Source: an optimization exercise on an open RTL-to-GDS flow (aim: small area). Production flows keep margins and buffers that such runs may drop.
Function was checked by simulation only, so behaviour that the tests miss may differ from the original.
Power and IR drop assume default switching activity. No driver is modelled on the clock port, so clocking that relies on it looks cheaper here than on a real chip.

### design/flow/config.mk
export PLATFORM = sky130hd
export DESIGN_NAME = line_buf_ctrl_top
export DESIGN_NICKNAME = line_buf_ctrl_top
export VERILOG_FILES = /design/flow/design.v
export SDC_FILE = /design/flow/constraint.sdc
export NUM_CORES = 4
export LEC_CHECK = 0
export CAP_MARGIN = 20
export CORE_MARGIN = 2
export CORE_UTILIZATION = 45
export SLEW_MARGIN = 20
### design/flow/constraint.sdc
create_clock -name core_clock -period 10.0 [get_ports {clk}]
set_input_delay 2.0000 -clock core_clock [delete_from_list [all_inputs] [get_ports {clk}]]
set_output_delay 2.0000 -clock core_clock [all_outputs]
set_load 0.01 [all_outputs]
### design/flow/design.v
module two_port_ram #(
    parameter ADDR_WIDTH = 6,
    parameter DATA_WIDTH = 30,
    parameter RAM_DEPTH  = 1 << ADDR_WIDTH
)(
    input                   clk,
    input                   i_we,
    input  [ADDR_WIDTH-1:0] i_waddr,
    input  [DATA_WIDTH-1:0] i_din,
    input                   i_re,
    input  [ADDR_WIDTH-1:0] i_raddr,
    output [DATA_WIDTH-1:0] o_dout
);
    reg [DATA_WIDTH-1:0] r_mem [0:RAM_DEPTH-1];
    reg [DATA_WIDTH-1:0] r_tmp_data;
    assign o_dout = r_tmp_data;
    always @(posedge clk) begin
        if (i_we)
            r_mem[i_waddr] <= i_din;
    end
    always @(posedge clk) begin
        if (i_re)
            r_tmp_data <= r_mem[i_raddr];
    end
endmodule
module line_buf_ctrl #(
    parameter HTOT = 80,
    parameter HACT = 64
)(
    input             clk,
    input             rstn,
    input             i_vsync,
    input             i_hsync,
    input             i_de,
    input       [9:0] i_r_data,
    input       [9:0] i_g_data,
    input       [9:0] i_b_data,
    output wire       o_vsync,
    output wire       o_hsync,
    output wire       o_de,
    output wire [9:0] o_r_data,
    output wire [9:0] o_g_data,
    output wire [9:0] o_b_data
);
    localparam DELAY_CYCLES = 2 * HTOT;
    localparam CNT_WIDTH    = $clog2(DELAY_CYCLES + 1);
    localparam W            = 33;
    wire [W-1:0] din = {i_vsync, i_hsync, i_de, i_r_data, i_g_data, i_b_data};
    wire [W-1:0] dout;
    genvar b;
    generate
        for (b = 0; b < W; b = b + 1) begin : g_lane
            reg [DELAY_CYCLES-1:0] sr;
            always @(posedge clk)
                sr <= {sr[DELAY_CYCLES-2:0], din[b]};
            assign dout[b] = sr[DELAY_CYCLES-1];
        end
    endgenerate
    reg  [CNT_WIDTH-1:0] cnt;
    wire                 valid = (cnt == DELAY_CYCLES);
    always @(posedge clk or negedge rstn) begin
        if (!rstn)
            cnt <= {CNT_WIDTH{1'b0}};
        else if (!valid)
            cnt <= cnt + 1'b1;
    end
    assign o_vsync  = dout[32] & valid;
    assign o_hsync  = dout[31] & valid;
    assign o_de     = dout[30] & valid;
    assign o_r_data = dout[29:20];
    assign o_g_data = dout[19:10];
    assign o_b_data = dout[9:0];
endmodule
module line_buf_ctrl_top #(
    parameter HTOT = 80,   
    parameter HACT = 64    
)(
    input             clk,
    input             rstn,
    input             i_vsync,
    input             i_hsync,
    input             i_de,
    input       [9:0] i_r_data,
    input       [9:0] i_g_data,
    input       [9:0] i_b_data,
    output wire       o_vsync,
    output wire       o_hsync,
    output wire       o_de,
    output wire [9:0] o_r_data,
    output wire [9:0] o_g_data,
    output wire [9:0] o_b_data
);
    line_buf_ctrl #(
        .HTOT(HTOT),
        .HACT(HACT)
    ) u_line_buf_ctrl (
        .clk     (clk),
        .rstn    (rstn),
        .i_vsync (i_vsync),
        .i_hsync (i_hsync),
        .i_de    (i_de),
        .i_r_data(i_r_data),
        .i_g_data(i_g_data),
        .i_b_data(i_b_data),
        .o_vsync (o_vsync),
        .o_hsync (o_hsync),
        .o_de    (o_de),
        .o_r_data(o_r_data),
        .o_g_data(o_g_data),
        .o_b_data(o_b_data)
    );
endmodule
### design/flow/run.sh
#!/bin/bash
# synth_recipe.tcl (not shown) runs the flow's synth.tcl, then flattens the netlist and writes it again
# the make line also repeats each setting of config.mk as NAME=value (left out here)
make -C /OpenROAD-flow-scripts/flow DESIGN_CONFIG=/design/flow/config.mk WORK_HOME=/design/flow/orfs CLKGATE_MAP_FILE= SYNTH_SCRIPT=/design/flow/synth_recipe.tcl finish
==> results of run 1 <==
==> cells by family after synthesis <==
kind of cell	synth area share, %
and+or+nand+nor	0.1047
xor gates and xnor gates	0.04941
muxes	0.02353
AOI/OAI and AO/OA	0.004701
DFF	99.58
adders and majority gates	0.02353
buffers and inverters	0.2188
==> state kept, by name, summed over array words and instances (netlist names) <==
signal                     count
u_line_buf_ctrl.cnt            8
u_line_buf_ctrl.g_lane.sr   5280
==> metrics by stage <==
stage | setup WS [ns] | hold WS (ns) | util, % | total power (W)
after CTS | 5.241 | 0.3065 | 53.95 | 0.04020
after global placement | 6.355 | 0.3100 | 47.09 | 0.02196
final | 5.372 | 0.3028 | 53.95 | 0.03952
after detailed placement | 6.302 | 0.3121 | 47.09 | 0.02198
after floorplan | 6.915 | 0.3096 | - | 0.02193
after global routing | 5.128 | 0.3085 | 53.95 | 0.04107
==> worst max-delay path: stages (launching register included) <==
cell,delay [ns]
sky130_fd_sc_hd__dfrtp_1,0.42
sky130_fd_sc_hd__inv_1,0.08
sky130_fd_sc_hd__ha_1,0.16
sky130_fd_sc_hd__nand2b_1,0.12
sky130_fd_sc_hd__nor3_4,0.24
sky130_fd_sc_hd__and2_1,0.16
sky130_fd_sc_hd__clkdlybuf4s50_1,0.52
==> layer usage <==
layer  vias up  wire length [um]  track usage [%]
met1     16620             42060            9.332
met3       403              5239            2.759
met5         -                 0                0
met4         0              4675            4.996
li1      17540                 -                -
met2       593             35760            10.85
==> worst max path at each step <==
stage	startpoint	end	cells after the start
after detailed placement	u_line_buf_ctrl.cnt[0]	o_de	6
after CTS	u_line_buf_ctrl.cnt[0]	o_de	6
after floorplan	u_line_buf_ctrl.cnt[3]	o_de	3
after global routing	u_line_buf_ctrl.cnt[0]	o_hsync	6
final	u_line_buf_ctrl.cnt[0]	o_de	6
after global placement	u_line_buf_ctrl.cnt[0]	o_vsync	6
==> area by class of cell <==
type	count	area [um^2]	area share (%)
Timing Repair Buffer	67	670.6	0.5285
Clock buffer	682	13950	10.99
Inverter	2	7.507	0.005916
Multi-Input combinational cell	25	219.0	0.1726
Clock inverter	173	2203	1.736
Sequential cell	5288	105900	83.46
Tap cell	3150	3941	3.106
Antenna cell	1	2.502	0.001972
==> power by group through the flow <==
stage / clock network (W) / registers, W / logic, W
CTS: 0.0187 / 0.0215 / 0.0000132
detailed placement: 0 / 0.0220 / 0.0000132
global placement: 0 / 0.0219 / 0.0000128
finish: 0.0180 / 0.0215 / 0.0000130
floorplan: 0 / 0.0219 / 0.000000000241
global route: 0.0195 / 0.0215 / 0.0000142
==> synthesized netlist by cell type (all sizes together) (2+ instances only) <==
library cell,count
ha,2
buf,30
nand2,2
nor3,2
nand3,3
dfxtp,5280
xor2,2
xnor2,4
inv,2
dfrtp,8
and2,3
==> out/results.md, run 1 <==
* post-detailed-route count of antenna-violating nets: 0
* Post-Syn Area per Cell: 19.90 um^2
* core footprint: 235200 um^2
* headroom to the max-slew limit: 77.18%
* Clk pwr share: 45.6%
* # DRC: 0
* die boundary height: 490.2 um
* post-place instance area: 110700 um^2
* # nets final: 5898
* net count of the mapped netlist: 5382
* most used flip-flop cell after synthesis: sky130_fd_sc_hd__dfxtp_1
* Hold Path Class: flop to flop
* H-tree levels: 5
* clock root buffer: sky130_fd_sc_hd__clkbuf_16
* EDFF count, synth: 0
* placed wire-length estimate: 36080 um
* maximum number of pins on one net before global-route repair: 17
* Endpoint, Worst Hold: u_line_buf_ctrl.g_lane[26].sr[47]
* Hold Path Origin: u_line_buf_ctrl.g_lane[26].sr[46]
* Min-Delay Path Depth: 0
* FILL cells: 18570
* Internal Dissipation: 0.03234 W
* post-CTS setup buffer count: 0
* leading cell type in the layout, fill and taps excluded: sky130_fd_sc_hd__dfxtp_1
* fraction of the cycle the final worst path needs: 46.28%
* startpoint type of the worst setup path: flop
* detailed-router iteration count before antenna repair: 4
* post-layout min period: 4.628 ns
* DP Cell Count: 8532
* post-synth top area cell: sky130_fd_sc_hd__dfxtp_1
* CTS sink cnt: 5288
* transition time at the pin with the least slew margin: 0.3412 ns
* Total Die Area: 240200 um^2
* leak pwr: 51.50 nW
* post-DR vias/cell: 3.745
* Non-Filler Cell Area, Final: 126900 um^2
* part of the total power dissipated in combinational logic: 0%
* total of warnings raised by yosys: 1
* initial antenna violation count: 1
* number of buffers between clock root and the deepest sink: 4
* Iter 0 DRT Violations: 1213
* path type of the worst setup path: flop to output port
* global-route wire length before repair: 157800 um
* clock buffers created by TritonCTS: 477
* last weighted congestion value of the routability-driven placer: 0.6336
* sum of negative setup slack: 0 ns
* CP Data Arrival Time: 2.63 ns
* number of pins exceeding their max-slew limit in the final report: 0
* number of max-capacitance violations reported: 0
* outcome: finished clean
* number of placement rows: 178
* fmax: 216.1 MHz
* initial core utilization: 45.22%
* top cell type's share of synthesized area: 99.39%
* Clock Pin Slew Worst Setup and Hold Paths: 0.06 ns
* # port buffers: 67
* Seq/Total Area, Yosys: 99.58%
* Resize count post-CTS: 0
* setup slack on the worst flop-to-flop path: 8.54 ns
* Flop pwr share: 54.4%
* I/O pin cnt: 68
* Layout Area Growth over Synthesis: 19.31%
* share of post-route cells with drive strength above 1: 12.31%
* overall track demand over capacity in global routing: 7.478%
* largest cells by area after synthesis: sky130_fd_sc_hd__dfxtp_1 99%, sky130_fd_sc_hd__buf_4 0.21%, sky130_fd_sc_hd__dfrtp_1 0.19%, sky130_fd_sc_hd__xnor2_1 0.033%, sky130_fd_sc_hd__nand4bb_4 0.026%
* skew final: 0.02544 ns
* Cells after Synth: 5345
* flop and latch count out of synthesis: 5288
* Hold Violations, Final: 0
* required time reported for the critical path endpoint: 8.00 ns
* total gr overflow: 0
* WL/cell: 9.346 um
* Async SR Flop Fraction: 0.1513%
* setup repair after global routing missed its margin: no
* Setup crit end kind: output port
* RR Startpoint: u_line_buf_ctrl.cnt[0]
* detailed-route via count: 35160
* TritonCTS clock tree: yes
* sum of routed wire length over all layers: 87740 um
* crit path max fanout: 5
* cell area after synthesis: 106400 um^2
* clock latency reported for the late side of the worst-skew pair: 0.92 ns
* vias in the first global route: 35750
* number of buffers added to fix hold violations after cts: 0
* peak supply drop: 172.8 uV
* power density relative to cell area: 311.4 nW/um^2
* worst reg2reg path depth: 5
* final cell count without fillers: 9388
* Die X: 490.2 um
* switching share of total power: 18.16%
* endpoint of the lowest-slack register-to-register path: u_line_buf_ctrl.cnt[1]
* switching power: 0.007175 W
* most frequent cells in the layout: 5280 x sky130_fd_sc_hd__dfxtp_1, 486 x sky130_fd_sc_hd__clkbuf_16, 105 x sky130_fd_sc_hd__clkbuf_8
* number of distinct library cell variants in the gate-level netlist after synthesis: 19
* final setup fails: 0
==> run 2: changes to the inputs <==
--- a/design/flow/config.mk
+++ b/design/flow/config.mk
@@ -9,3 +9,7 @@
 export CORE_MARGIN = 2
-export CORE_UTILIZATION = 45
+export CORE_UTILIZATION = 75
+export CTS_BUF_LIST = sky130_fd_sc_hd__clkbuf_16
+export CTS_CLUSTER_DIAMETER = 60
+export CTS_CLUSTER_SIZE = 34
+export PLACE_DENSITY = 0.85
 export SLEW_MARGIN = 20
==> run 2 against run 1 <==
Against the previous run: the flow now stops in clock tree synthesis; synthesized cell count stayed put; synthesized area stayed put.
==> out/results.md, run 2 <==
* outcome: stopped before the end
* Failed at: clock tree synthesis
* error that halted the flow: [ERROR DPL-0033] detailed placement checks failed during check placement.
* Post-Synth Adder-Cell Area: 0.02353%
* clock root buffer: sky130_fd_sc_hd__clkbuf_16
* cell with the most instances after synthesis: sky130_fd_sc_hd__dfxtp_1
* H-tree levels: 4
* clock buffers created by TritonCTS: 184
* Cells after Synth: 5345
* flop and latch count out of synthesis: 5288
* simple logic cell fraction of the synthesized area: 0.1047%
* total of warnings raised by yosys: 1
* last weighted congestion value of the routability-driven placer: 0.6473
* cell area after synthesis: 106400 um^2
* initial core utilization: 75.39%
* multiplexer area fraction after synthesis: 0.02353%
* placed wire-length estimate: 44720 um
* parity-gate share of the synthesized area counting xor and xnor cells: 0.04941%
* Post-Syn Area per Cell: 19.90 um^2
* die boundary height: 380.6 um
* I/O pin cnt: 68
* post-synth top area cell: sky130_fd_sc_hd__dfxtp_1
* post-CTS setup buffer count: 0
* # port buffers: 67
* Resize count post-CTS: 0
* largest cells by area after synthesis: sky130_fd_sc_hd__dfxtp_1 99%, sky130_fd_sc_hd__buf_4 0.21%, sky130_fd_sc_hd__dfrtp_1 0.19%, sky130_fd_sc_hd__xnor2_1 0.033%, sky130_fd_sc_hd__nand4bb_4 0.026%
* number of buffers between clock root and the deepest sink: 3
* top cell type's share of synthesized area: 99.39%
* CTS sink cnt: 5288
* Die X: 380.6 um
* leading post-synthesis cells by instance count: 5280 x sky130_fd_sc_hd__dfxtp_1, 30 x sky130_fd_sc_hd__buf_4, 8 x sky130_fd_sc_hd__dfrtp_1
* number of distinct library cell variants in the gate-level netlist after synthesis: 19
* most used flip-flop cell after synthesis: sky130_fd_sc_hd__dfxtp_1
* combinational family with the most area after synthesis: buffers and inverters
* number of buffers added to fix hold violations after cts: 0
* area fraction in compound gates after synthesis: 0.004706%
* Async SR Flop Fraction: 0.1513%
* Seq/Total Area, Yosys: 99.58%
* net count of the mapped netlist: 5382
* number of placement rows: 138
* EDFF count, synth: 0
-- run 2: cell counts after synthesis --
Identical to the previous run, type by type.
-- run 2: power by group through the flow --
stage | registers [W] | logic (W) | clock network [W]
after floorplan | 0.0219 | 0.000000000241 | 0
after global placement | 0.0220 | 0.0000129 | 0
after detailed placement | 0.0220 | 0.0000136 | 0
-- run 2: worst min-delay path by stage --
stage                     slack, ns  depth (start not counted)                               start                                 end
after global placement         0.31                          0  u_line_buf_ctrl.g_lane[18].sr[157]  u_line_buf_ctrl.g_lane[18].sr[158]
after floorplan                0.31                          0    u_line_buf_ctrl.g_lane[0].sr[99]   u_line_buf_ctrl.g_lane[0].sr[100]
after detailed placement       0.31                          0   u_line_buf_ctrl.g_lane[10].sr[89]   u_line_buf_ctrl.g_lane[10].sr[90]
-- run 2: metrics by stage --
stage	cells	instance area, um^2	utilization, %	hold WS, ns	setup slack (ns)
2_1_floorplan	5345	106400	-	0.3096	6.915
3_3_place_gp	7272	109200	77.38	0.3099	6.399
3_5_place_dp	7272	109200	77.38	0.3121	6.341
-- run 2: logic make-up after synthesis --
group / count (synthesis)
adder cells (fa/ha/maj): 2
buffers and inverters: 32
AND/OR/NAND/NOR: 14
flip-flops: 5288
multiplexers: 2
AO/OA/AOI/OAI: 1
XOR/XNOR: 6
==> run 3: changes to the inputs <==
--- a/design/flow/config.mk
+++ b/design/flow/config.mk
@@ -10,5 +10,5 @@
 export CORE_UTILIZATION = 75
-export CTS_BUF_LIST = sky130_fd_sc_hd__clkbuf_16
-export CTS_CLUSTER_DIAMETER = 60
-export CTS_CLUSTER_SIZE = 34
+export CTS_BUF_LIST = sky130_fd_sc_hd__clkbuf_4
+export CTS_CLUSTER_DIAMETER = 40
+export CTS_CLUSTER_SIZE = 10
 export PLACE_DENSITY = 0.85
==> run 3 against run 2 <==
Against the previous run: the run now finishes clean; synthesized cell count unchanged; synthesized area stayed put.
==> out/results.md, run 3 <==
* flop and latch count out of synthesis: 5288
* post-synth top area cell: sky130_fd_sc_hd__dfxtp_1
* FILL cells: 7037
* Total Die Area: 144800 um^2
* leading cell type in the layout, fill and taps excluded: sky130_fd_sc_hd__dfxtp_1
* number of buffer and inverter stages on the critical path: 2
* clock buffers created by TritonCTS: 611
* placed wire-length estimate: 44720 um
* global-route wire length before repair: 164400 um
* share of post-route cells with drive strength above 1: 10.69%
* final cell count without fillers: 7925
* number of buffers between clock root and the deepest sink: 4
* post-detailed-route count of antenna-violating nets: 0
* transition time at the pin with the least slew margin: 0.5946 ns
* Die X: 380.6 um
* power density relative to cell area: 263.8 nW/um^2
* CP Data Arrival Time: 2.91 ns
* leak pwr: 46.53 nW
* post-DR vias/cell: 4.355
* EDFF count, synth: 0
* setup repair after global routing missed its margin: no
* Seq/Total Area, Yosys: 99.58%
* H-tree levels: 6
* met3 capacity usage during global routing: 4.632%
* fmax: 203.8 MHz
* flip-flop count of the largest register after layout: 5280
* clock latency reported for the late side of the worst-skew pair: 1.25 ns
* initial core utilization: 75.39%
* headroom to the max-slew limit: 60.36%
* Clock Pin Slew Worst Setup and Hold Paths: 0.10 ns
* cell type of the slowest stage on the worst timing path: sky130_fd_sc_hd__clkdlybuf4s50_1
* GR peak layer: met2
* required time reported for the critical path endpoint: 8.00 ns
* peak supply drop: 175.0 uV
* most used flip-flop cell after synthesis: sky130_fd_sc_hd__dfxtp_1
* # nets final: 6032
* Iter 0 DRT Violations: 1131
* TritonCTS clock tree: yes
* met1 GRT Util: 17.58%
* WL/cell: 12.14 um
* Layout Area Growth over Synthesis: 7.181%
* crit path max fanout: 5
* largest delay contributor family on the critical path: buffers and inverters
* area occupied by registers: 105900 um^2
* number of max-capacitance violations reported: 0
* clock root buffer: sky130_fd_sc_hd__clkbuf_4
* die boundary height: 380.6 um
* I/O pin cnt: 68
* total of warnings raised by yosys: 1
* CTS sink cnt: 5288
* Async SR Flop Fraction: 0.1513%
* skew final: 0.04015 ns
* Post-Syn Area per Cell: 19.90 um^2
* largest registers ranked by flip-flop count: u_line_buf_ctrl.g_lane.sr x5280, u_line_buf_ctrl.cnt x8
* overall track demand over capacity in global routing: 13.50%
* sum of negative setup slack: 0 ns
* detailed-route via count: 34520
* vias in the first global route: 36750
* sum of routed wire length over all layers: 96200 um
* number of placement rows: 138
* final setup fails: 0
* top register by number of flip-flops: u_line_buf_ctrl.g_lane.sr
* number of distinct library cell variants in the gate-level netlist after synthesis: 19
* total gr overflow: 0
* leading post-synthesis cells by instance count: 5280 x sky130_fd_sc_hd__dfxtp_1, 30 x sky130_fd_sc_hd__buf_4, 8 x sky130_fd_sc_hd__dfrtp_1
* largest cells by area after synthesis: sky130_fd_sc_hd__dfxtp_1 99%, sky130_fd_sc_hd__buf_4 0.21%, sky130_fd_sc_hd__dfrtp_1 0.19%, sky130_fd_sc_hd__xnor2_1 0.033%, sky130_fd_sc_hd__nand4bb_4 0.026%
* post-CTS setup buffer count: 0
* post-layout min period: 4.907 ns
* startpoint type of the worst setup path: flop
* cell area after synthesis: 106400 um^2
* top cell type's share of synthesized area: 99.39%
* number of buffers added to fix hold violations after cts: 0
* Resize count post-CTS: 0
* initial antenna violation count: 2
* DP Cell Count: 7272
* # port buffers: 67
* cell with the most instances after synthesis: sky130_fd_sc_hd__dfxtp_1
* most frequent cells in the layout: 5280 x sky130_fd_sc_hd__dfxtp_1, 636 x sky130_fd_sc_hd__clkbuf_4, 67 x sky130_fd_sc_hd__clkdlybuf4s50_1
* delay contributed by the slowest stage of the critical path: 0.53 ns
* series of cell instances along the critical path: inv_1 > ha_1 > nand2b_1 > nor3_4 > and2_1 > clkdlybuf4s50_1
* net count of the mapped netlist: 5382
* number of pins exceeding their max-slew limit in the final report: 0
* maximum number of pins on one net before global-route repair: 17
* outcome: finished clean
* fraction of the cycle the final worst path needs: 49.07%
* Hold Violations, Final: 0
* final-layout worst hold slack: 0.2934 ns
* detailed-router iteration count before antenna repair: 4
* last weighted congestion value of the routability-driven placer: 0.6473
* Multi-input gate area: 219.0 um^2
* met2 usage in global routing: 20.38%
* core footprint: 141100 um^2
* Hold Path Class: flop to flop
* Cells after Synth: 5345
* Setup crit end kind: output port
* # DRC: 0
* path type of the worst setup path: flop to output port
## run 3: final cells by class
class	count	share of cell area, %
multi-input cells	25	0.1921
diodes	10	0.02195
flip-flops and latches	5288	92.90
inverters	2	0.006586
repair buffers	67	0.5883
clock inverters	7	0.02415
well taps	1890	2.075
clock buffers	636	4.189
## run 3: report_power, final
group          leakage [nW]   total, W  switching, W  internal [W]
clock                  2.95    0.00858       0.00563       0.00295
combinational         0.322  0.0000133    0.00000197     0.0000114
sequential             43.3     0.0215     0.0000805        0.0214
total                  46.5     0.0301       0.00571        0.0244
## run 3: final timing paths
kind	depth (start not counted)	end	from	slack [ns]
worst max register to register	5	u_line_buf_ctrl.cnt[1]	u_line_buf_ctrl.cnt[0]	8.57
worst min-delay path	0	u_line_buf_ctrl.g_lane[8].sr[4]	u_line_buf_ctrl.g_lane[8].sr[3]	0.29
worst min register to register	0	u_line_buf_ctrl.g_lane[8].sr[4]	u_line_buf_ctrl.g_lane[8].sr[3]	0.29
max in group asynchronous	1	u_line_buf_ctrl.cnt[0]	rstn	8.71
worst max-delay path	6	o_hsync	u_line_buf_ctrl.cnt[0]	5.09
min in group asynchronous	1	u_line_buf_ctrl.cnt[7]	rstn	1.02
## run 3: cells by family after synthesis
group | share of synthesized area (%)
compound gates | 0.004701
xor+xnor | 0.04941
fa+ha+maj | 0.02353
buf+inv | 0.2188
flops | 99.58
mux | 0.02353
simple gates | 0.1047
## run 3: metrics by stage
| stage | worst slack [ns] | utilization (%) | power, W | area, um^2 |
|---|---|---|---|---|
| after floorplan | 6.915 | - | 0.02193 | 106400 |
| after global placement | 6.399 | 77.38 | 0.02196 | 109200 |
| after detailed placement | 6.341 | 77.38 | 0.02198 | 109200 |
| after CTS | 4.851 | 80.79 | 0.03048 | 114000 |
| after global routing | 4.738 | 80.81 | 0.03143 | 114000 |
| final | 5.093 | 80.81 | 0.03007 | 114000 |
## run 3: metal layers
metal	wire length, um	vias up
met5	0	-
met4	2164	0
met3	4356	206
met2	44710	545
met1	44980	16130
li1	-	17640
## run 3: worst reg2reg max path, stage by stage (launching register included)
cell and delay [ns]:
sky130_fd_sc_hd__dfrtp_1 0.44, sky130_fd_sc_hd__inv_1 0.08, sky130_fd_sc_hd__ha_1 0.16, sky130_fd_sc_hd__nand2b_1 0.11, sky130_fd_sc_hd__nor3_4 0.22, sky130_fd_sc_hd__mux2_4 0.33
==> run 4: changes to the inputs <==
--- a/design/flow/config.mk
+++ b/design/flow/config.mk
@@ -9,7 +9,3 @@
 export CORE_MARGIN = 2
-export CORE_UTILIZATION = 75
-export CTS_BUF_LIST = sky130_fd_sc_hd__clkbuf_4
-export CTS_CLUSTER_DIAMETER = 40
-export CTS_CLUSTER_SIZE = 10
-export PLACE_DENSITY = 0.85
+export CORE_UTILIZATION = 70
 export SLEW_MARGIN = 20
==> run 4 against run 3 <==
Against the previous run: routed wire length rose by 13%; die area is 7.1% higher; sequential share of layout area is 7.5 points lower; clock power rose by 97%; clock skew decreased by 0.017 ns; cell area increased by 8.7%; fmax grew 7.7%; sequential power about the same; critical path type unchanged; highest routed layer unchanged.
==> out/results.md, run 4 <==
* # DRC: 0
* CTS sink cnt: 5288
* power density relative to cell area: 309.7 nW/um^2
* post-CTS setup buffer count: 0
* sum of routed wire length over all layers: 109200 um
* number of buffers added to fix hold violations after cts: 0
* leading post-synthesis cells by instance count: 5280 x sky130_fd_sc_hd__dfxtp_1, 30 x sky130_fd_sc_hd__buf_4, 8 x sky130_fd_sc_hd__dfrtp_1
* Iter 0 DRT Violations: 1138
* post-place instance area: 109300 um^2
* final setup fails: 0
* I/O pin cnt: 68
* number of buffers between clock root and the deepest sink: 4
* Hold Path Origin: u_line_buf_ctrl.g_lane[27].sr[107]
* headroom to the max-slew limit: 76.44%
* setup repair after global routing missed its margin: no
* detailed-route via count: 34660
* number of placement rows: 143
* Async SR Flop Fraction: 0.1513%
* post-detailed-route count of antenna-violating nets: 0
* crit path max fanout: 5
* number of distinct library cell variants in the gate-level netlist after synthesis: 19
* total gr overflow: 0
* # nets final: 5865
* fraction of the cycle the final worst path needs: 45.57%
* flop and latch count out of synthesis: 5288
* Resize count post-CTS: 0
* outcome: finished clean
* share of post-route cells with drive strength above 1: 11.19%
* Clock Pin Slew Worst Setup and Hold Paths: 0.06 ns
* Hold Path Class: flop to flop
* overall track demand over capacity in global routing: 14.58%
* routed wire length on met2: 53750 um
* initial core utilization: 70.26%
* leading cell type in the layout, fill and taps excluded: sky130_fd_sc_hd__dfxtp_1
* EDFF count, synth: 0
* flip-flop count of the largest register after layout: 5280
* vias in the first global route: 38080
* transition time at the pin with the least slew margin: 0.3523 ns
* skew final: 0.02319 ns
* fin util: 81.88%
* sum of negative setup slack: 0 ns
* detailed-router iteration count before antenna repair: 5
* net count of the mapped netlist: 5382
* startpoint type of the worst setup path: flop
* Post-Syn Area per Cell: 19.90 um^2
* number of pins exceeding their max-slew limit in the final report: 0
* post-layout min period: 4.557 ns
* cell area after synthesis: 106400 um^2
* maximum number of pins on one net before global-route repair: 17
* die boundary height: 393.8 um
* highest metal used: met4
* clock root buffer: sky130_fd_sc_hd__clkbuf_16
* routed length on met3: 3876 um
* core footprint: 151400 um^2
* RR Startpoint: u_line_buf_ctrl.cnt[0]
* Layout Area Growth over Synthesis: 16.53%
* # port buffers: 67
* leak pwr: 50.83 nW
* top register by number of flip-flops: u_line_buf_ctrl.g_lane.sr
* post-DR vias/cell: 4.234
* peak supply drop: 258.9 uV
* placed wire-length estimate: 40270 um
* cell with the most instances after synthesis: sky130_fd_sc_hd__dfxtp_1
* fmax: 219.4 MHz
* wire length on met1: 48390 um
* CP Data Arrival Time: 2.56 ns
* path type of the worst setup path: flop to output port
* number of antenna repair diodes: 0
* Non-Filler Cell Area, Final: 123900 um^2
* largest cells by area after synthesis: sky130_fd_sc_hd__dfxtp_1 99%, sky130_fd_sc_hd__buf_4 0.21%, sky130_fd_sc_hd__dfrtp_1 0.19%, sky130_fd_sc_hd__xnor2_1 0.033%, sky130_fd_sc_hd__nand4bb_4 0.026%
* most frequent cells in the layout: 5280 x sky130_fd_sc_hd__dfxtp_1, 454 x sky130_fd_sc_hd__clkbuf_16, 99 x sky130_fd_sc_hd__clkbuf_8
* clock buffers created by TritonCTS: 444
* H-tree levels: 5
* top cell type's share of synthesized area: 99.39%
* total of warnings raised by yosys: 1
* Hold Violations, Final: 0
* last weighted congestion value of the routability-driven placer: 0.6443
* Cells after Synth: 5345
* largest registers ranked by flip-flop count: u_line_buf_ctrl.g_lane.sr x5280, u_line_buf_ctrl.cnt x8
* launch point of the critical path: u_line_buf_ctrl.cnt[0]
* Seq/Total Area, Yosys: 99.58%
* post-synth top area cell: sky130_fd_sc_hd__dfxtp_1
* number of max-capacitance violations reported: 0
* most used flip-flop cell after synthesis: sky130_fd_sc_hd__dfxtp_1
* initial antenna violation count: 0
* required time reported for the critical path endpoint: 8.00 ns
* WL/cell: 13.34 um
* clock latency reported for the late side of the worst-skew pair: 0.90 ns
* Total Die Area: 155100 um^2
* Die X: 393.8 um
* Setup crit end kind: output port
* TritonCTS clock tree: yes
* global-route wire length before repair: 186900 um
-- run 4: logic make-up after synthesis --
family	count (synthesis)	share of synthesized area, %
fa+ha+maj	2	0.02353
flops	5288	99.58
xor+xnor	6	0.04941
compound gates	1	0.004701
simple gates	14	0.1047
buf+inv	32	0.2188
mux	2	0.02353
-- run 4: routing by layer --
metal	global-route usage, %	up-vias
li1	-	17400
met2	24.34	493
met3	3.423	279
met1	18.28	16490
met4	6.445	0
met5	0	-
-- run 4: area by class of cell --
type                            count  area (um^2)
Fill cell                        7250        27430
Inverter                            2        7.507
Sequential cell                  5288       105900
Timing Repair Buffer               67        670.6
Clock buffer                      642        13060
Clock inverter                    132         1539
Tap cell                         2030         2540
Multi-Input combinational cell     25        219.0
-- run 4: worst paths after layout --
path	endpoint	slack (ns)	cells past startpoint
setup / recovery	o_hsync	5.44	6
hold / removal	u_line_buf_ctrl.g_lane[27].sr[108]	0.30	0
setup reg to reg	u_line_buf_ctrl.cnt[1]	8.56	5
hold reg to reg	u_line_buf_ctrl.g_lane[27].sr[108]	0.30	0
max in group asynchronous	u_line_buf_ctrl.cnt[5]	8.35	1
min in group asynchronous	u_line_buf_ctrl.cnt[1]	1.39	1
-- run 4: where the power goes --
group | total, W | switching [W] | internal, W
sequential | 0.0215 | 0.0000961 | 0.0214
combinational | 0.0000143 | 0.00000282 | 0.0000115
clock | 0.0169 | 0.00697 | 0.00989
total | 0.0384 | 0.00706 | 0.0313
-- run 4: metrics by stage --
step	hold slack, ns	total power [W]	cells	setup slack [ns]
2_1_floorplan	0.3096	0.02193	5345	6.915
3_3_place_gp	0.3105	0.02196	7412	6.396
3_5_place_dp	0.3121	0.02198	7412	6.348
4_1_cts	0.3036	0.03881	8186	5.339
5_1_grt	0.3109	0.03969	8186	5.261
6_report	0.3032	0.03838	8186	5.443
-- run 4: worst max-delay path: stages (launching register included) --
cell	delay [ns]
sky130_fd_sc_hd__dfrtp_1	0.41
sky130_fd_sc_hd__inv_1	0.08
sky130_fd_sc_hd__ha_1	0.15
sky130_fd_sc_hd__nand2b_1	0.12
sky130_fd_sc_hd__nor3_4	0.23
sky130_fd_sc_hd__and2_1	0.16
sky130_fd_sc_hd__clkdlybuf4s50_1	0.53
==> run 5: changes to the inputs <==
--- a/design/flow/config.mk
+++ b/design/flow/config.mk
@@ -10,2 +10,6 @@
 export CORE_UTILIZATION = 70
+export CTS_BUF_LIST = sky130_fd_sc_hd__clkbuf_16
+export CTS_CLUSTER_DIAMETER = 60
+export CTS_CLUSTER_SIZE = 32
+export PLACE_DENSITY = 0.8
 export SLEW_MARGIN = 20
==> run 5 against run 4 <==
Against the previous run: clock skew shrank 0.00075 ns; core utilization shrank 5.9 points; clock-buffer cell count shrank 450; register-to-register slack is essentially flat; non-clock buffer count is the same; global-route usage shrank 2.7 points; critical endpoint unchanged; largest cell class unchanged; highest routed layer unchanged.
==> out/results.md, run 5 <==
* initial antenna violation count: 0
* largest cells by area after synthesis: sky130_fd_sc_hd__dfxtp_1 99%, sky130_fd_sc_hd__buf_4 0.21%, sky130_fd_sc_hd__dfrtp_1 0.19%, sky130_fd_sc_hd__xnor2_1 0.033%, sky130_fd_sc_hd__nand4bb_4 0.026%
* flip-flop count of the largest register after layout: 5280
* Async SR Flop Fraction: 0.1513%
* FILL cells: 8701
* cell area after synthesis: 106400 um^2
* leading post-synthesis cells by instance count: 5280 x sky130_fd_sc_hd__dfxtp_1, 30 x sky130_fd_sc_hd__buf_4, 8 x sky130_fd_sc_hd__dfrtp_1
* largest registers ranked by flip-flop count: u_line_buf_ctrl.g_lane.sr x5280, u_line_buf_ctrl.cnt x8
* post-CTS setup buffer count: 0
* net count of the mapped netlist: 5382
* maximum number of pins on one net before global-route repair: 34
* clock root buffer: sky130_fd_sc_hd__clkbuf_16
* core footprint: 151400 um^2
* parity-gate share of the synthesized area counting xor and xnor cells: 0.04941%
* number of max-capacitance violations reported: 0
* post-layout min period: 4.512 ns
* transition time at the pin with the least slew margin: 0.3455 ns
* skew final: 0.02243 ns
* combinational family with the most area after synthesis: buffers and inverters
* number of buffers added to fix hold violations after cts: 0
* Setup crit end kind: output port
* delay contributed by the slowest stage of the critical path: 0.53 ns
* simple logic cell fraction of the synthesized area: 0.1047%
* setup repair after global routing missed its margin: no
* total power: 0.03096 W
* Hold Path Class: flop to flop
* sum of negative setup slack: 0 ns
* fmax: 221.6 MHz
* post-detailed-route count of antenna-violating nets: 0
* cell with the most instances after synthesis: sky130_fd_sc_hd__dfxtp_1
* leak pwr: 46.35 nW
* outcome: finished clean
* peak supply drop: 218.1 uV
* CP Data Arrival Time: 2.51 ns
* initial core utilization: 70.26%
* Layout Area Growth over Synthesis: 8.091%
* post-place instance area: 109300 um^2
* leading cell type in the layout, fill and taps excluded: sky130_fd_sc_hd__dfxtp_1
* vias in the first global route: 33110
* clock buffers created by TritonCTS: 192
* TritonCTS clock tree: yes
* H-tree levels: 4
* path type of the worst setup path: flop to output port
* number of buffers between clock root and the deepest sink: 3
* Clock Pin Slew Worst Setup and Hold Paths: 0.10 ns
* Post-Synth Adder-Cell Area: 0.02353%
* power density relative to cell area: 269.3 nW/um^2
* required time reported for the critical path endpoint: 8.00 ns
* series of cell instances along the critical path: inv_1 > ha_1 > nand2b_1 > nor3_4 > and2_1 > clkdlybuf4s50_1
* overall track demand over capacity in global routing: 11.87%
* Hold Path Origin: u_line_buf_ctrl.g_lane[8].sr[122]
* headroom to the max-slew limit: 76.89%
* startpoint type of the worst setup path: flop
* clock latency reported for the late side of the worst-skew pair: 0.83 ns
* I/O pin cnt: 68
* launch point of the critical path: u_line_buf_ctrl.cnt[0]
* share of post-route cells with drive strength above 1: 4.532%
* most used flip-flop cell after synthesis: sky130_fd_sc_hd__dfxtp_1
* total of warnings raised by yosys: 1
* Resize count post-CTS: 0
* last weighted congestion value of the routability-driven placer: 0.6475
* # port buffers: 67
* number of antenna repair diodes: 0
* Hold Violations, Final: 0
* sum of routed wire length over all layers: 89110 um
* final setup fails: 0
* crit path max fanout: 5
* # DRC: 0
* Die X: 393.8 um
* cell type of the slowest stage on the worst timing path: sky130_fd_sc_hd__clkdlybuf4s50_1
* top cell type's share of synthesized area: 99.39%
* EDFF count, synth: 0
* most frequent cells in the layout: 5280 x sky130_fd_sc_hd__dfxtp_1, 192 x sky130_fd_sc_hd__clkbuf_16, 67 x sky130_fd_sc_hd__clkdlybuf4s50_1
* WL/cell: 11.60 um
* total gr overflow: 0
* number of buffer and inverter stages on the critical path: 2
* placed wire-length estimate: 41140 um
* global-route wire length before repair: 155900 um
* CTS sink cnt: 5288
* die boundary height: 393.8 um
* detailed-router iteration count before antenna repair: 4
* RR Startpoint: u_line_buf_ctrl.cnt[0]
* Non-Filler Cell Area, Final: 115000 um^2
* Iter 0 DRT Violations: 1291
* Cells after Synth: 5345
* number of placement rows: 143
* flop and latch count out of synthesis: 5288
* Post-Syn Area per Cell: 19.90 um^2
* Total Die Area: 155100 um^2
* detailed-route via count: 32320
* post-synth top area cell: sky130_fd_sc_hd__dfxtp_1
* largest delay contributor family on the critical path: buffers and inverters
* Seq/Total Area, Yosys: 99.58%
* number of distinct library cell variants in the gate-level netlist after synthesis: 19
* top register by number of flip-flops: u_line_buf_ctrl.g_lane.sr
* multiplexer area fraction after synthesis: 0.02353%
* area fraction in compound gates after synthesis: 0.004706%
* post-DR vias/cell: 4.209
* number of pins exceeding their max-slew limit in the final report: 0
* # nets final: 5613
* fraction of the cycle the final worst path needs: 45.12%
## run 5: cell counts after synthesis
Identical to the previous run, type by type.
## run 5: layer usage
metal  wire length, um  vias to the layer above  track usage [%]
met1             44580                    15180            16.60
met5                 0                        -                0
li1                  -                    16650                -
met4              2471                        0            4.379
met3              3357                      203            2.774
met2             38690                      295            18.37
## run 5: final cells by class
type,count,area (um^2),area share (%)
sequential,5288,105900,92.12
clock buffer,192,4805,4.179
tap,2030,2540,2.209
clock inverter,75,814.5,0.7085
timing repair buffer,67,670.6,0.5834
multi-input combinational,25,219.0,0.1905
inverter,2,7.507,0.006530
## run 5: through the flow
stage	setup slack (ns)	utilization [%]	hold slack [ns]	std cells
floorplan	6.915	-	0.3096	5345
global placement	6.400	72.23	0.3104	7412
detailed placement	6.338	72.23	0.3121	7412
CTS	5.376	75.95	0.3167	7679
global route	5.341	75.95	0.3188	7679
finish	5.488	75.95	0.3145	7679
## run 5: final timing paths
kind	cells past startpoint	end	slack (ns)
max	6	o_hsync	5.49
max in group asynchronous	1	u_line_buf_ctrl.cnt[7]	8.30
max reg2reg	5	u_line_buf_ctrl.cnt[1]	8.56
min	0	u_line_buf_ctrl.g_lane[8].sr[123]	0.31
min in group asynchronous	1	u_line_buf_ctrl.cnt[5]	1.44
min reg2reg	0	u_line_buf_ctrl.g_lane[8].sr[123]	0.31
## run 5: kinds of logic after synthesis
logic type / Yosys count
AO/OA/AOI/OAI: 1
XOR/XNOR: 6
adder cells (fa/ha/maj): 2
buffers and inverters: 32
flip-flops: 5288
multiplexers: 2
AND/OR/NAND/NOR: 14
## run 5: where the power goes
| part | leakage (nW) | internal (W) | switching (W) |
|---|---|---|---|
| Sequential | 43.3 | 0.0214 | 0.0000782 |
| Clock | 2.77 | 0.00379 | 0.00567 |
| Combinational | 0.322 | 0.0000113 | 0.00000183 |
==> run 6: changes to the inputs <==
--- a/design/flow/config.mk
+++ b/design/flow/config.mk
@@ -9,7 +9,7 @@
 export CORE_MARGIN = 2
-export CORE_UTILIZATION = 70
-export CTS_BUF_LIST = sky130_fd_sc_hd__clkbuf_16
-export CTS_CLUSTER_DIAMETER = 60
-export CTS_CLUSTER_SIZE = 32
-export PLACE_DENSITY = 0.8
+export CORE_UTILIZATION = 75
+export CTS_BUF_LIST = sky130_fd_sc_hd__clkbuf_8
+export CTS_CLUSTER_DIAMETER = 45
+export CTS_CLUSTER_SIZE = 21
+export PLACE_DENSITY = 0.85
 export SLEW_MARGIN = 20
==> run 6 against run 5 <==
Against the previous run: still clean on timing, DRC and antenna; non-clock buffer count is the same; power fell by 2.2%; die area fell by 6.6%; critical endpoint unchanged; highest routed layer unchanged.
==> out/results.md, run 6 <==
* fraction of the cycle the final worst path needs: 46.53%
* cell area after synthesis: 106400 um^2
* Clock Pin Slew Worst Setup and Hold Paths: 0.12 ns
* largest registers ranked by flip-flop count: u_line_buf_ctrl.g_lane.sr x5280, u_line_buf_ctrl.cnt x8
* net count of the mapped netlist: 5382
* Layout Area Growth over Synthesis: 7.188%
* final-layout worst hold slack: 0.3055 ns
* peak supply drop: 191.5 uV
* cell with the most instances after synthesis: sky130_fd_sc_hd__dfxtp_1
* share of post-route cells with drive strength above 1: 6.181%
* delay contributed by the slowest stage of the critical path: 0.53 ns
* leading post-synthesis cells by instance count: 5280 x sky130_fd_sc_hd__dfxtp_1, 30 x sky130_fd_sc_hd__buf_4, 8 x sky130_fd_sc_hd__dfrtp_1
* leading cell type in the layout, fill and taps excluded: sky130_fd_sc_hd__dfxtp_1
* routed wire length on met2: 48230 um
* number of buffers added to fix hold violations after cts: 0
* top cell type's share of synthesized area: 99.39%
* number of max-capacitance violations reported: 0
* Setup crit end kind: output port
* I/O pin cnt: 68
* Cells after Synth: 5345
* post-detailed-route count of antenna-violating nets: 0
* global-route wire length before repair: 173200 um
* core footprint: 141100 um^2
* outcome: finished clean
* crit path max fanout: 5
* largest delay contributor family on the critical path: buffers and inverters
* transition time at the pin with the least slew margin: 0.3723 ns
* series of cell instances along the critical path: inv_1 > ha_1 > nand2b_1 > nor3_4 > and2_1 > clkdlybuf4s50_1
* TritonCTS clock tree: yes
* top register by number of flip-flops: u_line_buf_ctrl.g_lane.sr
* wire length on met1: 46960 um
* number of placement rows: 138
* # port buffers: 67
* highest metal used: met4
* Total Die Area: 144800 um^2
* worst reg2reg path depth: 5
* setup repair after global routing missed its margin: no
* number of buffer and inverter stages on the critical path: 2
* vias in the first global route: 35260
* fmax: 214.9 MHz
* Hold Path Class: flop to flop
* stages on the worst setup path: 6
* detailed-route via count: 32930
* flop and latch count out of synthesis: 5288
* path type of the worst setup path: flop to output port
* cell type of the slowest stage on the worst timing path: sky130_fd_sc_hd__clkdlybuf4s50_1
* Min-Delay Path Depth: 0
* clock latency reported for the late side of the worst-skew pair: 1.00 ns
* post-DR vias/cell: 4.313
* most frequent cells in the layout: 5280 x sky130_fd_sc_hd__dfxtp_1, 324 x sky130_fd_sc_hd__clkbuf_8, 67 x sky130_fd_sc_hd__clkdlybuf4s50_1
* Hold Violations, Final: 0
* post-CTS setup buffer count: 0
* required time reported for the critical path endpoint: 8.00 ns
* number of pins exceeding their max-slew limit in the final report: 0
* power density relative to cell area: 265.6 nW/um^2
* skew final: 0.03933 ns
* die boundary height: 380.6 um
* EDFF count, synth: 0
* leak pwr: 46.11 nW
* most used flip-flop cell after synthesis: sky130_fd_sc_hd__dfxtp_1
* maximum number of pins on one net before global-route repair: 23
* sum of routed wire length over all layers: 102200 um
* clock root buffer: sky130_fd_sc_hd__clkbuf_8
* # DRC: 0
* Post-Syn Area per Cell: 19.90 um^2
* post-layout min period: 4.653 ns
* initial core utilization: 75.39%
* area occupied by registers: 105900 um^2
* H-tree levels: 5
* Async SR Flop Fraction: 0.1513%
* sum of negative setup slack: 0 ns
* Seq/Total Area, Yosys: 99.58%
* detailed-router iteration count before antenna repair: 4
* routed length on met3: 3730 um
* CTS sink cnt: 5288
* number of buffers between clock root and the deepest sink: 4
* final setup fails: 0
* initial antenna violation count: 1
* WL/cell: 13.39 um
* flip-flop count of the largest register after layout: 5280
* last weighted congestion value of the routability-driven placer: 0.6473
* overall track demand over capacity in global routing: 14.54%
* Die X: 380.6 um
* startpoint type of the worst setup path: flop
* Iter 0 DRT Violations: 1263
* placed wire-length estimate: 44720 um
* number of distinct library cell variants in the gate-level netlist after synthesis: 19
* total of warnings raised by yosys: 1
* Multi-input gate area: 219.0 um^2
* # nets final: 5730
* FILL cells: 6568
* clock buffers created by TritonCTS: 309
* largest cells by area after synthesis: sky130_fd_sc_hd__dfxtp_1 99%, sky130_fd_sc_hd__buf_4 0.21%, sky130_fd_sc_hd__dfrtp_1 0.19%, sky130_fd_sc_hd__xnor2_1 0.033%, sky130_fd_sc_hd__nand4bb_4 0.026%
* total gr overflow: 0
* post-synth top area cell: sky130_fd_sc_hd__dfxtp_1
* headroom to the max-slew limit: 75.18%
* CP Data Arrival Time: 2.65 ns
* Resize count post-CTS: 0
[run 6: cell count changes in the layout (fill, tap and decap cells not counted), moves of 6 or more]
cell	previous run	this run
sky130_fd_sc_hd__clkbuf_8	0	324
sky130_fd_sc_hd__clkinv_4	10	4
sky130_fd_sc_hd__clkinv_2	10	2
sky130_fd_sc_hd__clkinv_8	9	0
sky130_fd_sc_hd__clkinv_1	8	0
sky130_fd_sc_hd__clkbuf_16	192	0
sky130_fd_sc_hd__inv_6	14	7
[run 6: path summary, 6_finish.rpt]
path	endpoint	slack (ns)	startpoint
min in group asynchronous	u_line_buf_ctrl.cnt[1]	1.29	rstn
worst min register to register	u_line_buf_ctrl.g_lane[9].sr[64]	0.31	u_line_buf_ctrl.g_lane[9].sr[63]
worst min-delay path	u_line_buf_ctrl.g_lane[9].sr[64]	0.31	u_line_buf_ctrl.g_lane[9].sr[63]
worst max-delay path	o_hsync	5.35	u_line_buf_ctrl.cnt[0]
worst max register to register	u_line_buf_ctrl.cnt[1]	8.57	u_line_buf_ctrl.cnt[0]
max in group asynchronous	u_line_buf_ctrl.cnt[6]	8.45	rstn
[run 6: area by class of cell]
cell class                      instances  share of cell area (%)
Inverter                                2                0.006585
Sequential cell                      5288                   92.90
Multi-Input combinational cell         25                  0.1921
Timing Repair Buffer                   67                  0.5883
Clock inverter                         37                  0.3271
Clock buffer                          324                   3.912
Antenna cell                            1                0.002195
Tap cell                             1890                   2.074
[run 6: cell families (layout without fill, tap and decap cells)]
family                   after synthesis  in the layout  synth area share, %
AO/OA/AOI/OAI                          1              1             0.004701
multiplexers                           2              2              0.02353
XOR/XNOR                               6              6              0.04941
AND/OR/NAND/NOR                       14             14               0.1047
other                                  0              1                    0
flip-flops                          5288           5288                99.58
buffers and inverters                 32            430               0.2188
adder cells (fa/ha/maj)                2              2              0.02353
[run 6: where the power goes]
group	leakage, nW	internal [W]	switching, W
registers	43.3	0.0214	0.0000873
clock network	2.53	0.00311	0.00566
logic	0.322	0.0000114	0.00000207
[run 6: stage by stage]
| stage | utilization (%) | instances | power, W | area [um^2] | setup slack [ns] |
|---|---|---|---|---|---|
| floorplan | - | 5345 | 0.02193 | 106400 | 6.915 |
| global placement | 77.38 | 7272 | 0.02196 | 109200 | 6.399 |
| detailed placement | 77.38 | 7272 | 0.02198 | 109200 | 6.341 |
| CTS | 80.81 | 7633 | 0.03063 | 114000 | 5.200 |
| global route | 80.81 | 7634 | 0.03136 | 114000 | 5.126 |
| finish | 80.81 | 7634 | 0.03028 | 114000 | 5.347 |
[run 6: layer usage]
metal	vias up	track usage [%]
li1	16800	-
met1	15430	18.92
met2	417	23.79
met3	278	3.255
met4	0	6.207
met5	-	0
==> run 7: changes to the inputs <==
--- a/design/flow/config.mk
+++ b/design/flow/config.mk
@@ -11,4 +11,4 @@
 export CTS_BUF_LIST = sky130_fd_sc_hd__clkbuf_8
-export CTS_CLUSTER_DIAMETER = 45
-export CTS_CLUSTER_SIZE = 21
+export CTS_CLUSTER_DIAMETER = 50
+export CTS_CLUSTER_SIZE = 20
 export PLACE_DENSITY = 0.85
==> run 7 against run 6 <==
Against the previous run: still clean; synthesized cell count unchanged; register-to-register slack about the same; sequential share of layout area up 0.18 points; cell area down 0.19%; synthesized area unchanged; core utilization down 0.16 points; clock skew up 0.0038 ns; non-clock buffer count unchanged.
==> out/results.md, run 7 <==
* total of warnings raised by yosys: 1
* launch point of the critical path: u_line_buf_ctrl.cnt[0]
* switching share of total power: 18.67%
* skew final: 0.04313 ns
* part of the total power dissipated in combinational logic: 0%
* Total Die Area: 144800 um^2
* WL/cell: 12.77 um
* fraction of the cycle the final worst path needs: 46.54%
* transition time at the pin with the least slew margin: 0.3759 ns
* number of max-capacitance violations reported: 0
* headroom to the max-slew limit: 74.94%
* top cell type's share of synthesized area: 99.39%
* Seq/Total Area, Yosys: 99.58%
* number of pins exceeding their max-slew limit in the final report: 0
* number of distinct library cell variants in the gate-level netlist after synthesis: 19
* Hold Violations, Final: 0
* maximum number of pins on one net before global-route repair: 22
* share of post-route cells with drive strength above 1: 5.943%
* Setup crit end kind: output port
* placed wire-length estimate: 44720 um
* sum of routed wire length over all layers: 97270 um
* vias in the first global route: 34650
* top register by number of flip-flops: u_line_buf_ctrl.g_lane.sr
* Die X: 380.6 um
* sum of negative setup slack: 0 ns
* post-CTS setup buffer count: 0
* Multi-input gate area: 219.0 um^2
* Hold Path Origin: u_line_buf_ctrl.g_lane[0].sr[118]
* clock root buffer: sky130_fd_sc_hd__clkbuf_8
* area occupied by registers: 105900 um^2
* net count of the mapped netlist: 5382
* Async SR Flop Fraction: 0.1513%
* final setup fails: 0
* last weighted congestion value of the routability-driven placer: 0.6473
* outcome: finished clean
* Internal Dissipation: 0.02442 W
* core footprint: 141100 um^2
* CTS sink cnt: 5288
* total gr overflow: 0
* most frequent cells in the layout: 5280 x sky130_fd_sc_hd__dfxtp_1, 328 x sky130_fd_sc_hd__clkbuf_8, 67 x sky130_fd_sc_hd__clkdlybuf4s50_1
* post-detailed-route count of antenna-violating nets: 0
* Resize count post-CTS: 0
* largest cells by area after synthesis: sky130_fd_sc_hd__dfxtp_1 99%, sky130_fd_sc_hd__buf_4 0.21%, sky130_fd_sc_hd__dfrtp_1 0.19%, sky130_fd_sc_hd__xnor2_1 0.033%, sky130_fd_sc_hd__nand4bb_4 0.026%
* post-DR vias/cell: 4.318
* EDFF count, synth: 0
* startpoint type of the worst setup path: flop
* I/O pin cnt: 68
* detailed-route via count: 32880
* # port buffers: 67
* setup repair after global routing missed its margin: no
* cell with the most instances after synthesis: sky130_fd_sc_hd__dfxtp_1
* Layout Area Growth over Synthesis: 6.980%
* Iter 0 DRT Violations: 1308
* Post-Syn Area per Cell: 19.90 um^2
* number of placement rows: 138
* # DRC: 0
* most used flip-flop cell after synthesis: sky130_fd_sc_hd__dfxtp_1
* power density relative to cell area: 263.9 nW/um^2
* path type of the worst setup path: flop to output port
* Cells after Synth: 5345
* FILL cells: 6674
* fmax: 214.9 MHz
* clock buffers created by TritonCTS: 315
* largest registers ranked by flip-flop count: u_line_buf_ctrl.g_lane.sr x5280, u_line_buf_ctrl.cnt x8
* TritonCTS clock tree: yes
* Hold Path Class: flop to flop
* flop and latch count out of synthesis: 5288
* number of buffers between clock root and the deepest sink: 4
* initial core utilization: 75.39%
* CP Data Arrival Time: 2.65 ns
* overall track demand over capacity in global routing: 13.89%
* leak pwr: 45.99 nW
* cell area after synthesis: 106400 um^2
* # nets final: 5736
* peak supply drop: 211.1 uV
* detailed-router iteration count before antenna repair: 6
* Flop pwr share: 71.6%
* post-layout min period: 4.654 ns
* RR Startpoint: u_line_buf_ctrl.cnt[0]
* worst setup timing slack at the placement stage: 6.341 ns
* leading cell type in the layout, fill and taps excluded: sky130_fd_sc_hd__dfxtp_1
* flip-flop count of the largest register after layout: 5280
* initial antenna violation count: 2
* post-synth top area cell: sky130_fd_sc_hd__dfxtp_1
* Clock Pin Slew Worst Setup and Hold Paths: 0.11 ns
* required time reported for the critical path endpoint: 8.00 ns
* switching power: 0.005604 W
* Clk pwr share: 28.4%
* die boundary height: 380.6 um
* H-tree levels: 5
* crit path max fanout: 5
* leading post-synthesis cells by instance count: 5280 x sky130_fd_sc_hd__dfxtp_1, 30 x sky130_fd_sc_hd__buf_4, 8 x sky130_fd_sc_hd__dfrtp_1
* global-route wire length before repair: 166200 um
* clock latency reported for the late side of the worst-skew pair: 1.00 ns
* number of buffers added to fix hold violations after cts: 0
* Final Worst Setup Slack: 5.346 ns
run 7: cell types whose count changed in the layout (fill, tap and decap cells not counted), moves of 4 or more:
cell / change
sky130_fd_sc_hd__bufinv_16: -4
sky130_fd_sc_hd__clkbuf_8: +4
sky130_fd_sc_hd__clkinvlp_4: -4
sky130_fd_sc_hd__inv_6: -5
sky130_fd_sc_hd__clkinv_4: -4
sky130_fd_sc_hd__inv_1: -7
run 7: final cells by class:
cell class              count  area share (%)
flip-flops and latches   5288           93.08
clock buffers             328           3.968
well taps                1890           2.078
repair buffers             67          0.5894
multi-input cells          25          0.1924
clock inverters            11         0.07808
diodes                      4        0.008798
inverters                   2        0.006598
run 7: logic make-up (layout without fill, tap and decap cells):
kind of cell             count (synthesis)  after routing  share of synthesized area (%)
adder cells (fa/ha/maj)                  2              2                        0.02353
XOR/XNOR                                 6              6                        0.04941
other                                    0              4                              0
buffers and inverters                   32            408                         0.2188
AO/OA/AOI/OAI                            1              1                       0.004701
multiplexers                             2              2                        0.02353
AND/OR/NAND/NOR                         14             14                         0.1047
flip-flops                            5288           5288                          99.58
run 7: worst paths after layout:
kind | to | slack [ns] | cells past startpoint
max | o_hsync | 5.35 | 6
min | u_line_buf_ctrl.g_lane[0].sr[119] | 0.31 | 0
max reg2reg | u_line_buf_ctrl.cnt[1] | 8.57 | 5
min reg2reg | u_line_buf_ctrl.g_lane[0].sr[119] | 0.31 | 0
max in group asynchronous | u_line_buf_ctrl.cnt[6] | 8.46 | 1
min in group asynchronous | u_line_buf_ctrl.cnt[1] | 1.29 | 1
run 7: power groups by stage:
stage	Clock [W]	Combinational, W	Sequential, W
floorplan	0	0.000000000241	0.0219
global placement	0	0.0000129	0.0220
detailed placement	0	0.0000136	0.0220
CTS	0.00887	0.0000138	0.0215
global route	0.00960	0.0000146	0.0215
finish	0.00852	0.0000135	0.0215
run 7: metrics by stage:
stage / std cells / power (W) / hold slack, ns / instance area [um^2] / util, %
detailed placement: 7272 / 0.02198 / 0.3121 / 109200 / 77.38
global placement: 7272 / 0.02196 / 0.3099 / 109200 / 77.38
global route: 7615 / 0.03114 / 0.3167 / 113800 / 80.65
floorplan: 5345 / 0.02193 / 0.3096 / 106400 / -
CTS: 7611 / 0.03038 / 0.3062 / 113800 / 80.65
finish: 7615 / 0.03002 / 0.3072 / 113800 / 80.65
run 7: layer usage:
metal / part of all wire [%] / GRT usage [%] / vias up / wire length (um)
li1: - / - / 16810 / -
met1: 47 / 18.42 / 15420 / 46150
met2: 46 / 22.12 / 439 / 44450
met3: 4.6 / 3.890 / 216 / 4444
met4: 2.3 / 5.160 / 0 / 2219
met5: 0 / 0 / - / 0
run 7: worst max-delay path: stages (launching register included):
cell	delay [ns]
sky130_fd_sc_hd__dfrtp_1	0.44
sky130_fd_sc_hd__inv_1	0.08
sky130_fd_sc_hd__ha_1	0.15
sky130_fd_sc_hd__nand2b_1	0.10
sky130_fd_sc_hd__nor3_4	0.22
sky130_fd_sc_hd__and2_1	0.16
sky130_fd_sc_hd__clkdlybuf4s50_1	0.53
==> run 8: changes to the inputs <==
==> design/flow/flow/run.sh (new file) <==
#!/bin/bash
# The standard layout (the standard.sh: unchanged synthesis, floorplan, power grid,
# placement, CTS and routing) with two changes:
#  - the port buffers are the smallest buffer cell instead of the resizer's default pick;
#  - CTS inserts no dummy loads (the same CTS arguments as config.mk's settings otherwise).
# Make's full output goes to flow_make.log; each ORFS step keeps its own log under orfs/logs/.
set -euo pipefail
bash standard.sh finish \
  "BUFFER_PORTS_ARGS=-buffer_cell sky130_fd_sc_hd__buf_1" \
  "CTS_ARGS=-sink_clustering_enable -repair_clock_nets -dont_use_dummy_load -sink_clustering_size 38 -sink_clustering_max_diameter 60 -buf_list sky130_fd_sc_hd__clkbuf_16" \
  > flow_make.log 2>&1
==> design/flow/standard.sh (new file) <==
#!/bin/bash
# synth_recipe.tcl (not shown) runs the flow's synth.tcl, then flattens the netlist and writes it again
# the make line also repeats each setting of config.mk as NAME=value (left out here)
make -C /OpenROAD-flow-scripts/flow DESIGN_CONFIG=/design/flow/config.mk WORK_HOME=/design/flow/orfs CLKGATE_MAP_FILE= SYNTH_SCRIPT=/design/flow/synth_recipe.tcl "${@:-finish}"
--- a/design/flow/config.mk
+++ b/design/flow/config.mk
@@ -9,7 +9,7 @@
 export CORE_MARGIN = 2
-export CORE_UTILIZATION = 75
-export CTS_BUF_LIST = sky130_fd_sc_hd__clkbuf_8
-export CTS_CLUSTER_DIAMETER = 50
-export CTS_CLUSTER_SIZE = 20
-export PLACE_DENSITY = 0.85
+export CORE_UTILIZATION = 65
+export CTS_BUF_LIST = sky130_fd_sc_hd__clkbuf_16
+export CTS_CLUSTER_DIAMETER = 60
+export CTS_CLUSTER_SIZE = 38
+export PLACE_DENSITY = 0.75
 export SLEW_MARGIN = 20
removed: design/flow/run.sh
==> run 8 against run 7 <==
Against the previous run: sequential power about the same; core utilization decreased by 11 points; setup slack improved by 0.57 ns; via count decreased by 2.8%; cell area about the same; die area increased by 15%; largest cell class unchanged; sequential share of layout area about the same; still clean; highest routed layer unchanged; critical path depth decreased by 2; fmax increased by 14%; largest power group unchanged; global-route usage decreased by 3.8 points.
==> out/results.md, run 8 <==
* initial antenna violation count: 0
* required time reported for the critical path endpoint: 8.00 ns
* sum of routed wire length over all layers: 83360 um
* fraction of the cycle the final worst path needs: 40.81%
* TritonCTS clock tree: yes
* simple logic cell fraction of the synthesized area: 0.1047%
* series of cell instances along the critical path: nand4bb_4 > nor3_4 > and2_1 > buf_1
* post-detailed-route count of antenna-violating nets: 0
* largest cells by area after synthesis: sky130_fd_sc_hd__dfxtp_1 99%, sky130_fd_sc_hd__buf_4 0.21%, sky130_fd_sc_hd__dfrtp_1 0.19%, sky130_fd_sc_hd__xnor2_1 0.033%, sky130_fd_sc_hd__nand4bb_4 0.026%
* Multi-input gate area: 219.0 um^2
* leak pwr: 45.70 nW
* Endpoint, Worst Hold: u_line_buf_ctrl.g_lane[26].sr[142]
* number of max-capacitance violations reported: 0
* detailed-route via count: 31960
* total power: 0.03018 W
* Resize count post-CTS: 0
* combinational family with the most area after synthesis: buffers and inverters
* CTS sink cnt: 5288
* top register by number of flip-flops: u_line_buf_ctrl.g_lane.sr
* post-layout min period: 4.081 ns
* number of pins exceeding their max-slew limit in the final report: 0
* clock root buffer: sky130_fd_sc_hd__clkbuf_16
* largest registers ranked by flip-flop count: u_line_buf_ctrl.g_lane.sr x5280, u_line_buf_ctrl.cnt x8
* Clock Pin Slew Worst Setup and Hold Paths: 0.12 ns
* area fraction in compound gates after synthesis: 0.004706%
* multiplexer area fraction after synthesis: 0.02353%
* Hold Path Class: flop to flop
* transition time at the pin with the least slew margin: 0.4085 ns
* area occupied by registers: 105900 um^2
* FILL cells: 10450
* flop and latch count out of synthesis: 5288
* CP Data Arrival Time: 2.08 ns
* # nets final: 5606
* # DRC: 0
* vias in the first global route: 31700
* skew final: 0.04760 ns
* leading cell type in the layout, fill and taps excluded: sky130_fd_sc_hd__dfxtp_1
* total of warnings raised by yosys: 1
* cell area after synthesis: 106400 um^2
* detailed-router iteration count before antenna repair: 4
* I/O pin cnt: 68
* initial core utilization: 65.41%
* startpoint type of the worst setup path: flop
* last weighted congestion value of the routability-driven placer: 0.6396
* Seq/Total Area, Yosys: 99.58%
* H-tree levels: 4
* number of buffers added to fix hold violations after cts: 0
* worst setup timing slack at the placement stage: 6.686 ns
* setup repair after global routing missed its margin: no
* RR Startpoint: u_line_buf_ctrl.cnt[3]
* leading post-synthesis cells by instance count: 5280 x sky130_fd_sc_hd__dfxtp_1, 30 x sky130_fd_sc_hd__buf_4, 8 x sky130_fd_sc_hd__dfrtp_1
* sum of negative setup slack: 0 ns
* EDFF count, synth: 0
* Setup crit end kind: output port
* Post-Synth Adder-Cell Area: 0.02353%
* Async SR Flop Fraction: 0.1513%
* Cells after Synth: 5345
* overall track demand over capacity in global routing: 10.07%
* Min-Delay Path Depth: 0
* endpoint of the lowest-slack register-to-register path: u_line_buf_ctrl.cnt[1]
* final setup fails: 0
* delay contributed by the slowest stage of the critical path: 0.44 ns
* Hold Path Origin: u_line_buf_ctrl.g_lane[26].sr[141]
* total gr overflow: 0
* # port buffers: 67
* post-synth top area cell: sky130_fd_sc_hd__dfxtp_1
* cell with the most instances after synthesis: sky130_fd_sc_hd__dfxtp_1
* Hold Violations, Final: 0
* clock latency reported for the late side of the worst-skew pair: 0.78 ns
* placed wire-length estimate: 39160 um
* flip-flop count of the largest register after layout: 5280
* Post-Syn Area per Cell: 19.90 um^2
* number of distinct library cell variants in the gate-level netlist after synthesis: 19
* share of post-route cells with drive strength above 1: 3.395%
* number of buffers between clock root and the deepest sink: 3
* top cell type's share of synthesized area: 99.39%
* Layout Area Growth over Synthesis: 6.936%
* Total Die Area: 166900 um^2
* die boundary height: 408.5 um
* number of antenna repair diodes: 0
* WL/cell: 10.77 um
* parity-gate share of the synthesized area counting xor and xnor cells: 0.04941%
* post-DR vias/cell: 4.129
* power density relative to cell area: 265.4 nW/um^2
* cell type of the slowest stage on the worst timing path: sky130_fd_sc_hd__dfrtp_1
* fmax: 245.0 MHz
* crit path max fanout: 5
* global-route wire length before repair: 144800 um
* post-CTS setup buffer count: 0
* most used flip-flop cell after synthesis: sky130_fd_sc_hd__dfxtp_1
* number of placement rows: 148
* most frequent cells in the layout: 5280 x sky130_fd_sc_hd__dfxtp_1, 185 x sky130_fd_sc_hd__clkbuf_16, 67 x sky130_fd_sc_hd__buf_1
* setup slack on the worst flop-to-flop path: 8.52 ns
* headroom to the max-slew limit: 72.77%
* worst reg2reg path depth: 3
* Die X: 408.5 um
* peak supply drop: 201.5 uV
* Iter 0 DRT Violations: 1439
* maximum number of pins on one net before global-route repair: 39
* path type of the worst setup path: flop to output port
* net count of the mapped netlist: 5382
* outcome: finished clean
* Final Worst Setup Slack: 5.919 ns
* clock buffers created by TritonCTS: 185
* core footprint: 162600 um^2
run 8: critical path, delay by kind of cell (launching register included):
family / cells / cell delay (ns)
flip-flops: 1 / 0.44
AND/OR/NAND/NOR: 3 / 0.70
buffers and inverters: 1 / 0.15
run 8: worst max path at each step:
| stage | slack, ns | start | cells after the start | to |
|---|---|---|---|---|
| floorplan | 6.91 | u_line_buf_ctrl.cnt[3] | 3 | o_de |
| global placement | 6.78 | u_line_buf_ctrl.cnt[0] | 6 | o_hsync |
| detailed placement | 6.69 | u_line_buf_ctrl.cnt[0] | 6 | o_vsync |
| CTS | 5.80 | u_line_buf_ctrl.cnt[3] | 4 | o_vsync |
| global route | 5.74 | u_line_buf_ctrl.cnt[3] | 4 | o_vsync |
| finish | 5.92 | u_line_buf_ctrl.cnt[3] | 4 | o_vsync |
run 8: cells by family (layout without fill, tap and decap cells):
family,Yosys count,count (layout)
buffers and inverters,32,254
muxes,2,2
AOI/OAI and AO/OA,1,1
DFF,5288,5288
and+or+nand+nor,14,14
adders and majority gates,2,2
xor gates and xnor gates,6,6
run 8: final cells by class:
cell class,count,area share [%]
well taps,2175,2.393
multi-input cells,25,0.1925
inverters,2,0.006601
repair buffers,67,0.2211
flip-flops and latches,5288,93.12
clock buffers,185,4.071
run 8: metal layers:
layer  share of wire (%)  up-vias  track usage [%]
met4                 3.2        0            3.925
li1                    -    16550                -
met5                   0        -                0
met2                  40      268            14.79
met1                  53    14950            14.49
met3                 3.9      197            2.605
run 8: power breakdown:
| part | switching (W) | internal, W | leakage [nW] |
|---|---|---|---|
| Sequential | 0.0000757 | 0.0214 | 43.3 |
| Combinational | 0.00000179 | 0.00000291 | 0.156 |
| Clock | 0.00536 | 0.00334 | 2.28 |
| Total | 0.00544 | 0.0247 | 45.7 |
run 8: through the flow:
| step | hold WS, ns | util [%] | instances | instance area [um^2] |
|---|---|---|---|---|
| CTS | 0.2863 | 69.95 | 7742 | 113700 |
| floorplan | 0.3096 | - | 5345 | 106400 |
| detailed placement | 0.3121 | 67.10 | 7557 | 109100 |
| global placement | 0.3098 | 67.10 | 7557 | 109100 |
| finish | 0.2866 | 69.95 | 7742 | 113700 |
| global route | 0.2848 | 69.95 | 7742 | 113700 |

## what the ideal ports hide
The flow's constraints put no driver on any port. The routed layouts listed below were extracted and timed again, unchanged, in two steps. Step 1 assumes that a clkbuf_16 drives the clock port and a buf_2 every other input. Step 2, shift: input delay + t, output delay - t, t = (earliest + latest rising clock arrival at the registers) / 2. This alone moves slack from input paths to output paths. a / b / c = ideal / step 1 / step 2; a / b = the first two.
run	t, ns	setup WS [ns]	hold slack, ns	worst setup path after step 2	slew at the worst register clock pin (ns)
run 1	0.998	5.372 / 5.286 / 6.283	0.303 / 0.303 / 0.303	register to output	0.06 / 0.06
run 3	1.296	5.093 / 5.027 / 6.323	0.293 / 0.293 / 0.293	register to output	0.11 / 0.11
run 4	0.968	5.443 / 5.367 / 6.334	0.303 / 0.303 / 0.303	register to output	0.07 / 0.07
run 5	0.883	5.488 / 5.416 / 6.300	0.315 / 0.315 / 0.315	register to output	0.11 / 0.11
run 6	1.043	5.347 / 5.280 / 6.323	0.305 / 0.305 / 0.305	register to output	0.12 / 0.12
run 7	1.046	5.346 / 5.274 / 6.320	0.307 / 0.307 / 0.307	register to output	0.12 / 0.12
run 8	0.846	5.919 / 5.848 / 6.694	0.287 / 0.287 / 0.287	register to output	0.12 / 0.12
After both steps setup and hold are still met in every run listed.
